Background: an optimization exercise with open tools, aiming at a short achievable clock period. Do not read the settings as production practice. At most, simulation tests tie the RTL to the original design; equivalence was not proved. The clock input has no modelled driver; a real chip could not lean on it and would need a root buffer or a full tree. No activity file was given, so power comes from the tool's default toggle rates.

Setup of v16:
## EF_PSRAM_CTRL_ahbl
module EF_PSRAM_CTRL_ahbl (
    input   wire            HCLK,
    input   wire            HRESETn,
    input   wire            HSEL,
    input   wire [31:0]     HADDR,
    input   wire [31:0]     HWDATA,
    input   wire [1:0]      HTRANS,
    input   wire [2:0]      HSIZE,
    input   wire            HWRITE,
    input   wire            HREADY,
    output  wire            HREADYOUT,
    output  wire [31:0]     HRDATA,
    output  wire            sck,
    output  wire            ce_n,
    input   wire [3:0]      din,
    output  wire [3:0]      dout,
    output  wire [3:0]      douten
);
clock: 3.5 ns
lec_check: 0
cap_margin: 20
core_margin: 2
core_utilization: 40
setup_slack_margin: 2.0
slew_margin: 20
run.sh (not shown) runs the stock make flow with config.mk's settings and CLKGATE_MAP_FILE= SYNTH_SCRIPT=/design/flow/synth_recipe.tcl, a recipe that flattens the netlist after the stock synthesis.
v16 ran to completion and came out clean on the timing, design-rule and antenna checks.
The inputs of v49 differ from those of v16 as listed below.
# v16
export LEC_CHECK = 0
export CAP_MARGIN = 20
export CORE_MARGIN = 2
export CORE_UTILIZATION = 40
export SETUP_SLACK_MARGIN = 2.0
export SLEW_MARGIN = 20
create_clock -name core_clock -period 3.5 [get_ports {HCLK}]
# v49
export LEC_CHECK = 0
export CAP_MARGIN = 20
export CORE_MARGIN = 2
export CORE_UTILIZATION = 40
export CTS_BUF_LIST = sky130_fd_sc_hd__clkbuf_16
export SETUP_SLACK_MARGIN = 2.5
export SLEW_MARGIN = 20
create_clock -name core_clock -period 3.5 [get_ports {HCLK}]
Notes after the runs:
- The number of clock buffers in the layout in v49 sits 1 below the value recorded for v16.
- Fraction of final layout cells sized beyond drive strength 1 ended up 11 points higher on v49 than on v16.
- Taking v16 as the reference, in v49 detailed-placement wirelength estimate went up, worst hold slack went up, total routing usage reported by global routing went up.
Inputs modified between v49 and v25:
# v49
export LEC_CHECK = 0
export CAP_MARGIN = 20
export CORE_MARGIN = 2
export CORE_UTILIZATION = 40
export CTS_BUF_LIST = sky130_fd_sc_hd__clkbuf_16
export SETUP_SLACK_MARGIN = 2.5
export SLEW_MARGIN = 20
create_clock -name core_clock -period 3.5 [get_ports {HCLK}]
# v25
export LEC_CHECK = 0
export CAP_MARGIN = 20
export CORE_MARGIN = 2
export CORE_UTILIZATION = 40
export SETUP_SLACK_MARGIN = 2.5
export SLEW_MARGIN = 20
create_clock -name core_clock -period 3.5 [get_ports {HCLK}]
Notes after the runs:
- Wire length on met2 delta (v49 -> v25): insignificant
- Side by side, utilization turned out lower in v25 than in v49.
- Diff v49..v25 | weighted congestion reported at the end of routability-driven placement | unchanged
- Going from v49 to v25, met2 routing resource usage after global routing went up by 0.29 points; combinational group share of total power went up by 2.6 points; number of max-cap violations was more or less identical; via count went down by 27; switching power summed over all nets went down by about 1.6%.
- v49 reports its slowest cell on the critical path as dfxtp_4 while v25 reports edfxtp_1.
- Comparing final standard cell area without fillers for v25 and v49, the bigger number came from v49.

========
Another version of the RTL of EF_PSRAM_CTRL_ahbl (not shown whole).
Size: about 210 cells after synthesis, about 77 flip-flops, about 120 I/O pins, roughly 3300 µm² of cells after synthesis.
make LEC_CHECK=0 CAP_MARGIN=20 CORE_MARGIN=2 CORE_UTILIZATION=40 CTS_CLUSTER_DIAMETER=150 CTS_CLUSTER_SIZE=40 SETUP_SLACK_MARGIN=2.0 SLEW_MARGIN=20 finish   # period 3.5 ns
==> next run, changes <==
- CTS_CLUSTER_DIAMETER: 150 -> unset
- CTS_CLUSTER_SIZE: 40 -> unset
After rerunning: Cell area does not change. Core utilization stays the same. Total power stays the same. Cell count does not change. Critical path depth does not change. Synthesized area stays the same.
No functional check of the RTL was part of any run of this note.

========
Another version of the RTL of EF_PSRAM_CTRL_ahbl (not shown whole).
Size: ~280 cells after synthesis, about 100 flip-flops.
## EF_PSRAM_CTRL_ahbl
module EF_PSRAM_CTRL_ahbl (
    input   wire            HCLK,
    input   wire            HRESETn,
    input   wire            HSEL,
    input   wire [31:0]     HADDR,
    input   wire [31:0]     HWDATA,
    input   wire [1:0]      HTRANS,
    input   wire [2:0]      HSIZE,
    input   wire            HWRITE,
    input   wire            HREADY,
    output  wire            HREADYOUT,
    output  wire [31:0]     HRDATA,
    output  wire            sck,
    output  wire            ce_n,
    input   wire [3:0]      din,
    output  wire [3:0]      dout,
    output  wire [3:0]      douten
);
    reg         busy;            
    reg         hro;             
    reg         act;             
    reg         ce_r;            
    reg         sck_i;           
    reg         sck_r;           
    reg         shift;           
    reg [1:0]   busy_a;          
    reg [4:0]   cnt;             
    reg [4:0]   lastm1;          
    reg         done;            
    reg         wr;              
    reg         in_cmd;          
    reg         in_addr;         
    reg         asr_en;          
    reg [23:0]  asr;             
    reg [7:0]   wsel;            
  ...
export LEC_CHECK = 0
export CAP_MARGIN = 20
export CORE_MARGIN = 2
export CORE_UTILIZATION = 45
export SETUP_SLACK_MARGIN = 2.2
export SLEW_MARGIN = 20
create_clock -name core_clock -period 3.5 [get_ports {HCLK}]
standard.sh (not shown) runs the stock make flow with config.mk's settings and CLKGATE_MAP_FILE= SYNTH_SCRIPT=/design/flow/synth_recipe.tcl, a recipe that flattens the netlist after the stock synthesis.
==> flow/flow/run.sh <==
#!/bin/bash
# Standard ORFS flow, except that after CTS the clock tree is rebuilt as a
# single level: the clock port drives NCLK clkbuf_16 cells, each of which
# drives one balanced cluster of flip-flops (see post_cts.tcl).
set -euo pipefail
here=$(pwd)
export POST_CTS_TCL=$here/flow/post_cts.tcl
export FLOW_NCLK=${FLOW_NCLK:-4}
bash standard.sh finish > $here/standard_make.log 2>&1
==> flow/flow/post_cts.tcl <==
# Rebuild the clock tree made by CTS as one level of clkbuf_16 cells, each
# driving an equal share of the flip-flops, grouped by location.
set block [ord::get_db_block]
set db [ord::get_db]
set nclk $::env(FLOW_NCLK)
set buf_master [$db findMaster sky130_fd_sc_hd__clkbuf_16]
set clk_port_net [$block findNet HCLK]

# flip-flop clock pins reached through the CTS tree
set sinks {}
foreach inst [$block getInsts] {
  set m [$inst getMaster]
  if {[$m isSequential]} {
    foreach it [$inst getITerms] {
      if {[[$it getMTerm] getName] eq "CLK"} { lappend sinks $it }
    }
  }
}
# remove the CTS buffers, load cells and their nets
foreach inst [$block getInsts] {
  set n [$inst getName]
  if {[string match clkbuf_*HCLK* $n] || [string match clkload* $n]} {
    odb::dbInst_destroy $inst
  }
}
foreach net [$block getNets] {
  if {[string match clknet_* [$net getName]]} { odb::dbNet_destroy $net }
}

# split sinks into nclk groups of equal size: first by x, then by y
proc xy {it} {
  set inst [$it getInst]
  set b [$inst getBBox]
  return [list [expr {([$b xMin] + [$b xMax]) / 2}] [expr {([$b yMin] + [$b yMax]) / 2}]]
}
proc split_groups {items n axis} {
  if {$n <= 1} { return [list $items] }
  set keyed {}
  foreach it $items { lappend keyed [list [lindex [xy $it] $axis] $it] }
  set keyed [lsort -integer -index 0 $keyed]
  set n1 [expr {$n / 2}]
  set k [expr {round(double([llength $keyed]) * $n1 / $n)}]
  set a {}; set b {}
  set i 0
  foreach p $keyed {
    if {$i < $k} { lappend a [lindex $p 1] } else { lappend b [lindex $p 1] }
    incr i
  }
  set nx [expr {1 - $axis}]
  return [concat [split_groups $a $n1 $nx] [split_groups $b [expr {$n - $n1}] $nx]]
}
set groups [split_groups $sinks $nclk 0]

# refine: balanced k-means (Manhattan), each group at most ceil(n / nclk) sinks
proc median {l} {
  set l [lsort -integer $l]
  return [lindex $l [expr {[llength $l] / 2}]]
}
proc centers {groups} {
  set cs {}
  foreach grp $groups {
    set xs {}; set ys {}
    foreach it $grp { lassign [xy $it] x y; lappend xs $x; lappend ys $y }
    lappend cs [list [median $xs] [median $ys]]
  }
  return $cs
}
proc wirelen {groups} {
  set tot 0
  foreach grp $groups c [centers $groups] {
    lassign $c cx cy
    foreach it $grp { lassign [xy $it] x y; incr tot [expr {abs($x - $cx) + abs($y - $cy)}] }
  }
  return $tot
}
set cap [expr {int(ceil(double([llength $sinks]) / $nclk))}]
puts "clock clustering: initial spread [wirelen $groups]"
for {set iter 0} {$iter < 20} {incr iter} {
  set cs [centers $groups]
  set pairs {}
  foreach it $sinks {
    lassign [xy $it] x y
    set k 0
    foreach c $cs {
      lassign $c cx cy
      lappend pairs [list [expr {abs($x - $cx) + abs($y - $cy)}] $k $it]
      incr k
    }
  }
  set pairs [lsort -integer -index 0 $pairs]
  array unset taken
  set new {}
  for {set k 0} {$k < [llength $cs]} {incr k} { lappend new {}; set cnt($k) 0 }
  foreach p $pairs {
    lassign $p d k it
    if {[info exists taken($it)] || $cnt($k) >= $cap} { continue }
    set taken($it) 1
    incr cnt($k)
    lset new $k [concat [lindex $new $k] [list $it]]
  }
  if {[wirelen $new] >= [wirelen $groups]} { break }
  set groups $new
}
puts "clock clustering: final spread [wirelen $groups] after $iter rounds"

set g 0
foreach grp $groups {
  set xs {}; set ys {}
  foreach it $grp { lassign [xy $it] x y; lappend xs $x; lappend ys $y }
  set cx [median $xs]
  set cy [median $ys]
  set net [odb::dbNet_create $block clknet_lvl1_$g]
  $net setSigType CLOCK
  set inst [odb::dbInst_create $block $buf_master clkbuf_lvl1_$g]
  $inst setLocation $cx $cy
  $inst setPlacementStatus PLACED
  [$inst findITerm A] connect $clk_port_net
  [$inst findITerm X] connect $net
  foreach it $grp { $it disconnect; $it connect $net }
  puts "clock group $g: [llength $grp] sinks, buffer at $cx $cy"
  incr g
}
$clk_port_net setSigType CLOCK

# port buffers: plain buffers, not delay cells
proc port_buffer_swap {} {
  set block [ord::get_db_block]
  set db [ord::get_db]
  foreach bt [$block getBTerms] {
    set name [$bt getName]
    if {$name eq "HCLK"} { continue }
    set net [$bt getNet]
    if {$net eq "NULL"} { continue }
    set io [$bt getIoType]
    foreach it [$net getITerms] {
      set inst [$it getInst]
      set m [[$inst getMaster] getName]
      if {![regexp {__(buf|clkbuf|dlygate|clkdlybuf|dlymetal|dlybuf)} $m]} { continue }
      if {$io eq "INPUT" && [$it isInputSignal]} {
        set want sky130_fd_sc_hd__buf_4
      } elseif {$io eq "OUTPUT" && [$it isOutputSignal]} {
        set want sky130_fd_sc_hd__buf_6
      } else { continue }
      if {$m ne $want} {
        puts "port $name: [$inst getName] $m -> $want"
        replace_cell [$inst getName] $want
      }
    }
  }
}
port_buffer_swap
detailed_placement
estimate_parasitics -placement
repair_timing_helper
detailed_placement
check_placement -verbose
estimate_parasitics -placement
report_clock_skew
report_worst_slack -max
==> next run, changes <==
==> flow/flow/run.sh (replaced) <==
#!/bin/bash
# Standard ORFS flow, except that after CTS the clock tree is rebuilt as a
# single level: the clock port drives NCLK buf_16 cells, each of which
# drives one balanced cluster of flip-flops (see post_cts.tcl).
set -euo pipefail
here=$(pwd)
export POST_CTS_TCL=$here/flow/post_cts.tcl
export FLOW_NCLK=${FLOW_NCLK:-4}
export FLOW_CLKBUF=${FLOW_CLKBUF:-sky130_fd_sc_hd__buf_16}
bash standard.sh finish > $here/standard_make.log 2>&1
--- a/flow/flow/post_cts.tcl
+++ b/flow/flow/post_cts.tcl
@@ -1,2 +1,2 @@
-# Rebuild the clock tree made by CTS as one level of clkbuf_16 cells, each
+# Rebuild the clock tree made by CTS as one level of FLOW_CLKBUF cells, each
 # driving an equal share of the flip-flops, grouped by location.
@@ -5,4 +5,49 @@
 set nclk $::env(FLOW_NCLK)
-set buf_master [$db findMaster sky130_fd_sc_hd__clkbuf_16]
+set buf_master [$db findMaster $::env(FLOW_CLKBUF)]
 set clk_port_net [$block findNet HCLK]
+
+# Pull each output's driving chain (port buffer, an inverter if any, and the
+# flip-flop) next to its pin, so the register-to-pin wires are short.
+proc driver_inst {net} {
+  if {$net eq "NULL"} { return "" }
+  foreach it [$net getITerms] {
+    if {[$it isOutputSignal]} { return [$it getInst] }
+  }
+  return ""
+}
+proc sink_count {net} {
+  set n 0
+  foreach it [$net getITerms] { if {[$it isInputSignal]} { incr n } }
+  return [expr {$n + [llength [$net getBTerms]]}]
+}
+set core [$block getCoreArea]
+set site_h 2720
+foreach bt [$block getBTerms] {
+  if {[$bt getIoType] ne "OUTPUT"} { continue }
+  set pb [$bt getBBox]
+  set px [expr {([$pb xMin] + [$pb xMax]) / 2}]
+  set py [expr {([$pb yMin] + [$pb yMax]) / 2}]
+  set tx [expr {min(max($px, [$core xMin] + 2000), [$core xMax] - 6000)}]
+  set ty [expr {min(max($py, [$core yMin] + 2000), [$core yMax] - 4000)}]
+  set inst [driver_inst [$bt getNet]]
+  set chain {}
+  while {$inst ne ""} {
+    set m [$inst getMaster]
+    lappend chain $inst
+    if {[$m isSequential]} { break }
+    # follow the single data input of a buffer or inverter
+    set ins {}
+    foreach it [$inst getITerms] { if {[$it isInputSignal]} { lappend ins $it } }
+    if {[llength $ins] != 1} { set chain {}; break }
+    set innet [[lindex $ins 0] getNet]
+    if {$innet eq "NULL" || [sink_count $innet] > 4} { break }
+    set inst [driver_inst $innet]
+  }
+  foreach inst $chain {
+    if {[$inst getPlacementStatus] eq "FIRM" || [$inst isFixed]} { continue }
+    $inst setLocation $tx $ty
+  }
+  puts "output [$bt getName]: moved [llength $chain] cells to $tx $ty"
+}
+detailed_placement
 
--- a/flow/config.mk
+++ b/flow/config.mk
@@ -10,3 +10,3 @@
 export CORE_UTILIZATION = 45
-export SETUP_SLACK_MARGIN = 2.2
+export SETUP_SLACK_MARGIN = 2.4
 export SLEW_MARGIN = 20
Setup slack gains 0.011 ns.
Power grows by a quarter to a third.
Area after synthesis is unchanged.
Die area stays the same.
Cell area grows by about a fifth.
Sequential share of layout area shrinks by 7.3 points.
In every run of this note, the design's own scripts or RTL, not TritonCTS, make the clock network.

afterwards: timing with drivers on the ports:
In the flow no input, the clock included, has a driving cell. The finished layouts below were timed again as built, in two steps. Step 1 assumes that a clkbuf_16 drives the clock port and a buf_2 every other input. Step 2 times the ports against the registers' clock, not the clock port: input delays grow and output delays shrink by t, the midpoint of the rising clock arrivals with the driver on. Three values: ideal, step 1, step 2; two values: the first two.
run | t (ns) | setup WS [ns] | worst setup path after step 2 | worst register clock-pin slew, ns | pins driven straight from the clock port
v16 | 0.367 | 1.843 / 1.843 / 1.523 | input to register | 0.09 / 0.09 | 1
v49 | 0.369 | 1.849 / 1.849 / 1.500 | input to register | 0.06 / 0.06 | 1
v25 | 0.383 | 1.865 / 1.835 / 1.526 | input to register | 0.09 / 0.09 | 1
the first run of note 2 | 0.378 | 1.819 / 1.818 / 1.447 | input to register | 0.09 / 0.09 | 1
the second run of note 2 | 0.378 | 1.819 / 1.818 / 1.447 | input to register | 0.09 / 0.09 | 1
the first run of note 3 | 0.231 | 2.080 / 2.004 / 2.060 | input to register | 0.10 / 0.10 | 4
the second run of note 3 | 0.231 | 2.092 / 1.988 / 2.112 | input to register | 0.10 / 0.10 | 4
After both steps every run listed still meets setup and hold.
